What follows belongs to an exercise in optimizing a design on an open flow for small area, a short achievable clock period and few clock cycles per item; a production flow would make more cautious choices.
In this exercise RTL edits were held to simulation tests only and were not proved equivalent to the original.

== P ==
==> flow/design.v <==
module modexp1 (
  input  wire [7:0] a,
  input  wire [7:0] b,
  input  wire [7:0] n,
  output wire [7:0] r
);
  reg [15:0] p;
  reg [7:0]  acc;    
  reg        c;
  reg        x, y;
  integer i, j;
  always @* begin
    acc = a & {8{b[0]}};
    p   = 16'd0;
    p[0] = acc[0];
    acc = {1'b0, acc[7:1]};
    for (i = 1; i < 8; i = i + 1) begin
      c = 1'b0;
      for (j = 0; j < 8; j = j + 1) begin
        x = acc[j];
        y = a[j] & b[i];
        acc[j] = x ^ y ^ c;
        c = (x & y) | (x & c) | (y & c);
      end
      p[i] = acc[0];
      acc = {c, acc[7:1]};
    end
    p[15:8] = acc;
  end
  reg [7:0] rem;
  reg [8:0] xr, d;
  reg       bc;
  integer k, t;
  always @* begin
    rem = p[15:8];
    for (k = 7; k >= 0; k = k - 1) begin
      xr = {rem, p[k]};
      bc = 1'b1;
      for (t = 0; t < 8; t = t + 1) begin
        d[t] = xr[t] ^ ~n[t] ^ bc;
        bc = (xr[t] & ~n[t]) | (xr[t] & bc) | (~n[t] & bc);
      end
      d[8] = xr[8] | bc;   
      rem = d[8] ? d[7:0] : xr[7:0];
    end
  end
  assign r = rem;
endmodule
module modexp_top (
  input  wire       clk,
  input  wire       rst,
  input  wire       in_valid,
  output reg        in_ready,
  input  wire [7:0] e,
  input  wire [7:0] n,
  input  wire [7:0] m,
  output reg        out_valid,
  output wire [7:0] r
);
  reg       busy;    
  reg       first;   
  reg       op_s;    
  reg       op_m;    
  reg       last;    
  reg [8:0] w;       
  reg [7:0] n_q, m_q, r_q;
  assign r = r_q;
  wire accept = in_valid && in_ready && !rst;
  wire [7:0] a = first ? ((w == 9'd1) ? 8'd1 : m_q) : r_q;
  wire [7:0] b = op_s ? r_q : op_m ? m_q : 8'd1;
  wire [7:0] prod;
  modexp1 mm (.a(a), .b(b), .n(n_q), .r(prod));
  reg [8:0] w0;
  integer i;
  always @* begin
    w0 = 9'd0;
    for (i = 1; i < 9; i = i + 1)
      if (w[i]) w0 = w << (9 - i);
  end
  reg [8:0] w_n;
  reg       s_n, m_n, last_n;
  always @* begin
    w_n = w;
    s_n = 1'b0;
    m_n = 1'b0;
    if (first) begin
      w_n = w0;
      s_n = (w0[7:0] != 8'd0);
    end else if (op_s && w[8]) begin
      m_n = 1'b1;
    end else begin
      w_n = {w[7:0], 1'b0};
      s_n = 1'b1;
    end
    if (m_n)      last_n = (w_n[7:0] == 8'h80);
    else if (s_n) last_n = !w_n[8] && (w_n[7:0] == 8'h80);
    else          last_n = 1'b1;
  end
  always @(posedge clk) begin
    if (rst) begin
      busy      <= 1'b0;
      out_valid <= 1'b0;
      in_ready  <= 1'b1;
    end else begin
      busy      <= accept || (busy && !last);
      out_valid <= busy && last;
      in_ready  <= !accept && (!busy || last || last_n);
    end
  end
  always @(posedge clk) begin
    if (in_ready) begin
      w   <= {e, 1'b1};
      n_q <= n;
      m_q <= m;
    end else begin
      w   <= w_n;
    end
    if (in_ready) begin
      first <= 1'b1;
      op_s  <= 1'b0;
      op_m  <= 1'b0;
      last  <= 1'b0;
    end else begin
      first <= 1'b0;
      op_s  <= s_n;
      op_m  <= m_n;
      last  <= last_n;
    end
    if (busy)
      r_q <= prod;
  end
endmodule
export LEC_CHECK = 0
export CAP_MARGIN = 20
export CORE_MARGIN = 2
export CORE_UTILIZATION = 60
export PLACE_DENSITY = 0.75
export SLEW_MARGIN = 20
create_clock -name core_clock -period 320.0 [get_ports {clk}]
run.sh (not shown) runs the stock make flow with config.mk's settings and CLKGATE_MAP_FILE= SYNTH_SCRIPT=/design/flow/synth_recipe.tcl, a recipe that flattens the netlist after the stock synthesis.
Testbench counts of P, summed over its fixed seeds: cycles 20,640, items 2,048.
Changes in Q relative to P:
-- flow/design.v --
<<< P, line 67
  assign r = r_q;
  wire accept = in_valid && in_ready && !rst;
  wire [7:0] a = first ? ((w == 9'd1) ? 8'd1 : m_q) : r_q;
  wire [7:0] b = op_s ? r_q : op_m ? m_q : 8'd1;
  wire [7:0] prod;
  modexp1 mm (.a(a), .b(b), .n(n_q), .r(prod));
>>> Q, line 67
  assign r = r_q;
  wire accept = in_valid && in_ready && !rst;
  wire e_ge2  = |w[8:2];
  wire direct = first && e_ge2 && (m_q < n_q);
  wire [7:0] a = first ? ((w == 9'd1) ? 8'd1 : m_q) : r_q;
  wire [7:0] b = op_s ? r_q : (op_m || direct) ? m_q : 8'd1;
  wire [7:0] prod;
  modexp1 mm (.a(a), .b(b), .n(n_q), .r(prod));
<<< P, line 78
      if (w[i]) w0 = w << (9 - i);
  end
  reg [8:0] w_n;
  reg       s_n, m_n, last_n;
  always @* begin
    w_n = w;
    s_n = 1'b0;
    m_n = 1'b0;
    if (first) begin
      w_n = w0;
      s_n = (w0[7:0] != 8'd0);
    end else if (op_s && w[8]) begin
      m_n = 1'b1;
    end else begin
      w_n = {w[7:0], 1'b0};
      s_n = 1'b1;
    end
    if (m_n)      last_n = (w_n[7:0] == 8'h80);
>>> Q, line 80
      if (w[i]) w0 = w << (9 - i);
  end
  reg [8:0] cw, w_n;
  reg       cs, s_n, m_n, last_n;
  always @* begin
    cw = first ? w0 : w;
    cs = first ? direct : op_s;
    w_n = cw;
    s_n = 1'b0;
    m_n = 1'b0;
    if (cs && cw[8]) begin
      m_n = 1'b1;
    end else begin
      if (cs || !first) w_n = {cw[7:0], 1'b0};
      s_n = (w_n[7:0] != 8'd0);
    end
    if (m_n)      last_n = (w_n[7:0] == 8'h80);
[summary]
- Measured against each other, P and Q differ in global-route usage, the higher figure coming from Q.
- Number of nets in the layout: Q vs P up about 7%
- From P to Q the numbers moved as follows: adder and majority cell fraction of the synthesized area now smaller, worst path setup slack after routing now smaller.
- Number of well-tap cells placed: Q > P
- Looking at final non-filler cell area across both flows, Q is the weaker of the two, with P ahead.
Testbench counts of Q, summed over its fixed seeds: cycles 19,620, items 2,048.

==> static timing again, ports no longer ideal <==
In the flow no input, the clock included, has a driving cell. The finished layouts below were timed again as built, in two steps.
Step 1 assumes that a clkbuf_16 drives the clock port and a buf_2 every other input.
Step 2 also shifts input and output timing later by t, the mid clock arrival at the registers, as if the neighbouring blocks saw the same clock.
a / b / c = ideal ports / drivers / drivers and shift; a / b = the first two.
run | t, ns | setup WS [ns] | latest minus earliest clock arrival (ns) | slew at the worst register clock pin (ns) | cell pins on the clock port's net
P | 0.320 | 254.748 / 254.721 / 255.041 | 0.008 / 0.008 | 0.09 / 0.09 | 1
Q | 0.336 | 254.739 / 254.704 / 255.040 | 0.013 / 0.014 | 0.09 / 0.09 | 1
After both steps setup and hold are still met in every run listed.
